This is an optimization exercise on Yosys and OpenROAD, whose aim is small area, not a production implementation.
Only simulation tests tie the RTL to the original design; equivalence was not proved.
No activity file was given, so power comes from the tool's default toggle rates.

## run A
==> flow/design.v (excerpt) <==
module reverse (
    input  wire clk,
    input  wire rst_n,
    input  wire uart_rx,
    output wire uart_tx
);
export LEC_CHECK = 0
export ABC_AREA = 0
export CAP_MARGIN = 20
export CORE_MARGIN = 2
export CORE_UTILIZATION = 70
export CTS_BUF_LIST = sky130_fd_sc_hd__clkbuf_8
export CTS_CLUSTER_DIAMETER = 50
export CTS_CLUSTER_SIZE = 16
export SLEW_MARGIN = 20
create_clock -name core_clock -period 37.0 [get_ports {clk}]
standard.sh (not shown) runs the stock make flow with config.mk's settings and CLKGATE_MAP_FILE= SYNTH_SCRIPT=/design/flow/synth_recipe.tcl, a recipe that flattens the netlist after the stock synthesis.
==> flow/flow/run.sh <==
#!/bin/bash
# Standard ORFS layout, with one change: after the standard synthesis, the
# combinational logic between the registers is re-mapped by ABC with an
# area-oriented script. Every register instance is kept as the standard
# synthesis made it (same name, same cell); only the gates between them change.
set -euo pipefail

# clock tree: clusters of flip-flops, each driven by one buffer
STD_ARGS=("CTS_ARGS=-sink_clustering_enable -repair_clock_nets -sink_clustering_size 10 -sink_clustering_max_diameter 40 -buf_list sky130_fd_sc_hd__clkbuf_4 -root_buf sky130_fd_sc_hd__clkbuf_8 -dont_use_dummy_load")
W=$(pwd)
LIB=$FLOW_HOME/platforms/$FLOW_PLATFORM/lib/sky130_fd_sc_hd__tt_025C_1v80.lib
R=$W/orfs/results/$FLOW_PLATFORM/reverse/base

bash standard.sh synth > $W/std_synth.log 2>&1

cp $R/1_2_yosys.v $W/remap_in.v
DU=$(grep -o 'cell ("sky130_fd_sc_hd__\(lpflow\|probe\)[^"]*")' $LIB | sed 's/cell ("\(.*\)")/-dont_use \1/' | tr '\n' ' ')
sed -e "s|@LIB@|$LIB|g" -e "s|@DU@|$DU|g" -e "s|@IN@|$W/remap_in.v|g" -e "s|@OUT@|$W/remap_out.v|g" \
    flow/remap.ys > $W/remap.ys
yosys -s $W/remap.ys > $W/remap.log 2>&1

# the registers must be the same instances as before
grep -E '^\s*sky130_fd_sc_hd__(df|edf|sdf|dl)\S* ' $W/remap_in.v | sort > $W/regs_in.txt
grep -E '^\s*sky130_fd_sc_hd__(df|edf|sdf|dl)\S* ' $W/remap_out.v | sort > $W/regs_out.txt
cmp $W/regs_in.txt $W/regs_out.txt

cp $W/remap_out.v $R/1_2_yosys.v
bash standard.sh "${STD_ARGS[@]}" finish > $W/std_finish.log 2>&1
==> flow/flow/remap.ys <==
# pass 1: cell functions from the library, the registers kept as black
# boxes; flatten the gates and re-map them with ABC
read_liberty -ignore_miss_func @LIB@
blackbox sky130_fd_sc_hd__df* sky130_fd_sc_hd__edf* sky130_fd_sc_hd__sdf* sky130_fd_sc_hd__dl*
read_verilog @IN@
hierarchy -top reverse
flatten
hierarchy -top reverse
opt -purge
abc -liberty @LIB@ @DU@ -script +strash;ifraig;dc2;dch,-f;amap;topo
opt_clean -purge
write_verilog -noattr -nohex -nodec @OUT@.pass1.v
design -reset
# pass 2: the same clean-up ORFS's synthesis ends with
read_liberty -lib @LIB@
read_verilog @OUT@.pass1.v
hierarchy -check -top reverse
splitnets
opt_clean -purge
hilomap -singleton -hicell sky130_fd_sc_hd__conb_1 HI -locell sky130_fd_sc_hd__conb_1 LO
insbuf -buf sky130_fd_sc_hd__buf_4 A X
rename -hide w:*$func$*
check -assert -mapped
tee -o @OUT@.stat stat -liberty @LIB@
write_verilog -noattr -nohex -nodec @OUT@
Run A reached the end of the flow, and the finished layout is clean on the timing, DRC and antenna checks.
For run B, these inputs were changed with respect to run A:
--- a/flow/flow/run.sh
+++ b/flow/flow/run.sh
@@ -9 +9 @@
-STD_ARGS=("CTS_ARGS=-sink_clustering_enable -repair_clock_nets -sink_clustering_size 10 -sink_clustering_max_diameter 40 -buf_list sky130_fd_sc_hd__clkbuf_4 -root_buf sky130_fd_sc_hd__clkbuf_8 -dont_use_dummy_load")
+STD_ARGS=("CTS_ARGS=-sink_clustering_enable -repair_clock_nets -sink_clustering_size 20 -sink_clustering_max_diameter 50 -buf_list {sky130_fd_sc_hd__clkbuf_4 sky130_fd_sc_hd__clkbuf_8} -dont_use_dummy_load")
==> notes.md <==
Per the final summary, run B finished and its layout is clean on timing, DRC and antenna. Run A reached the end of the flow, and the finished layout is clean on the timing, DRC and antenna checks. Looking at worst endpoint data arrival time across run B and run A, the one that comes out higher is run A. Minimum period implied by the final worst setup slack (lower): run B. Compared with run A, run B shows a number of clock-tree buffers in the layout that is 16 lower. Compared with run A, run B improves final wirelength. ~same endpoint required time on the critical path in run B and run A.
> inputs changed (run B -> run C)
--- a/flow/flow/run.sh
+++ b/flow/flow/run.sh
@@ -7,3 +6,0 @@
-
-# clock tree: clusters of flip-flops, each driven by one buffer
-STD_ARGS=("CTS_ARGS=-sink_clustering_enable -repair_clock_nets -sink_clustering_size 20 -sink_clustering_max_diameter 50 -buf_list {sky130_fd_sc_hd__clkbuf_4 sky130_fd_sc_hd__clkbuf_8} -dont_use_dummy_load")
@@ -28 +25 @@
-bash standard.sh "${STD_ARGS[@]}" finish > $W/std_finish.log 2>&1
+bash standard.sh > $W/std_finish.log 2>&1
## What came out
Of run C and run B, run B shows the lower clock power share, with run C above it. Global-route usage: run C and run B compared, higher one is run C. Going from run B to run C, filler cell count in the final layout shrinks by about 1%.
What run D does differently from run C at the input level:
==> flow/run.sh (new file) <==
#!/bin/bash
# synth_recipe.tcl (not shown) runs the flow's synth.tcl, then flattens the netlist and writes it again
# the make line also repeats each setting of config.mk as NAME=value (left out here)
make -C /OpenROAD-flow-scripts/flow DESIGN_CONFIG=/design/flow/config.mk WORK_HOME=/design/flow/orfs CLKGATE_MAP_FILE= SYNTH_SCRIPT=/design/flow/synth_recipe.tcl finish
removed: flow/flow/run.sh
removed: flow/flow/remap.ys
removed: flow/standard.sh
[summary]
Per the comparison of run D with run C, power saw an increase; layout multi-input combinational cell count saw a decrease; via count saw a decrease; area growth from synthesis to layout saw little to no change.

* * *

run 1:
Another version of the RTL of reverse (not shown whole).
Size in the first run: roughly 290 flip-flops, about 4 I/O pins, ~7000 µm² of cells after synthesis.
clock: 37.0 ns
lec_check: 0
abc_area: 1
cap_margin: 20
core_margin: 2
core_utilization: 60
cts_buf_list: sky130_fd_sc_hd__clkbuf_4
slew_margin: 20
run.sh (not shown) runs the stock make flow with config.mk's settings and CLKGATE_MAP_FILE= SYNTH_SCRIPT=/design/flow/synth_recipe.tcl, a recipe that flattens the netlist after the stock synthesis.
Stock flow here: none of the scripts above is used.
Run 1 completed every stage of the flow, and the final layout passed the timing, DRC and antenna checks.
--- input diff run 1..run 2 ---
- CTS_BUF_LIST removed (was sky130_fd_sc_hd__clkbuf_4)
- CORE_UTILIZATION changed from 60 to 40
- ABC_AREA removed (was 1)
==> comparison <==
Run 2 packs its core more loosely than run 1. From run 1 to run 2 the numbers moved as follows: post-layout instance area rose about 1.4%, inverter count down 19, final period demand of the worst path went down by 0.076 ns. Compared with run 1, run 2 shows starting density of the core lower by 21 points.
Modified inputs, run 3 compared to run 2
- CORE_UTILIZATION changed from 40 to 60
- CTS_BUF_LIST newly set to sky130_fd_sc_hd__clkbuf_4
- ABC_AREA newly set to 1
- CTS_CLUSTER_DIAMETER newly set to 50
- CTS_CLUSTER_SIZE newly set to 12
Notes after the runs:
- Of run 2 and run 3, run 2 shows the lower share of the cycle needed by the critical path after routing, with run 3 above it.
- Going from run 2 to run 3, the detailed-route via count was found to have gone down by 84.
- Delta(total internal power, run 3 - run 2) < 0
- Summary: with run 2 as the reference, number of buffers added by the clock tree synthesis step in run 3 moved up by a little under 10%.
- Going from run 2 to run 3, post-synthesis share of cell area spent on and, or, nand and nor gates grows by 3.2 points.
- Est. power | run 3 vs run 2 | run 3 lower
- Taking run 2 as the reference point, the number of nets in the layout of run 3 rises by about 7%.
- Number of placed I/O pins: run 2 vs run 3 identical
- The lower portion of total power attributed to the clock network of run 2 and run 3 is in run 3.

-- re-timing with driven ports --
In the flow no input, the clock included, has a driving cell. The finished layouts below were timed again as built, in two steps. Step 1 sets driving cells, clkbuf_16 on the clock port and buf_2 on the other inputs (assumed; they add their load-dependent delay and slew). Step 2 times the ports against the registers' clock, not the clock port: input delays grow and output delays shrink by t, the midpoint of the rising clock arrivals with the driver on. a / b / c = no drivers / after step 1 / after step 2; a / b = the first two.
| run | shift t [ns] | setup WS [ns] | hold slack, ns | cell pins on the clock port's net |
|---|---|---|---|---|
| run A | 0.494 | 28.054 / 28.017 / 28.511 | 0.310 / 0.310 / 0.310 | 1 |
| run B | 0.504 | 28.079 / 28.046 / 28.549 | 0.277 / 0.277 / 0.277 | 1 |
| run C | 0.522 | 28.027 / 27.995 / 28.517 | 0.327 / 0.327 / 0.327 | 1 |
| run D | 0.540 | 28.019 / 27.985 / 28.525 | 0.320 / 0.320 / 0.320 | 1 |
| run 1 | 0.639 | 27.940 / 27.910 / 28.549 | 0.308 / 0.308 / 0.308 | 1 |
| run 2 | 0.551 | 28.017 / 27.979 / 28.530 | 0.319 / 0.319 / 0.319 | 1 |
| run 3 | 0.650 | 27.913 / 27.882 / 28.532 | 0.313 / 0.313 / 0.313 | 1 |
After both steps setup and hold are still met in every run listed.
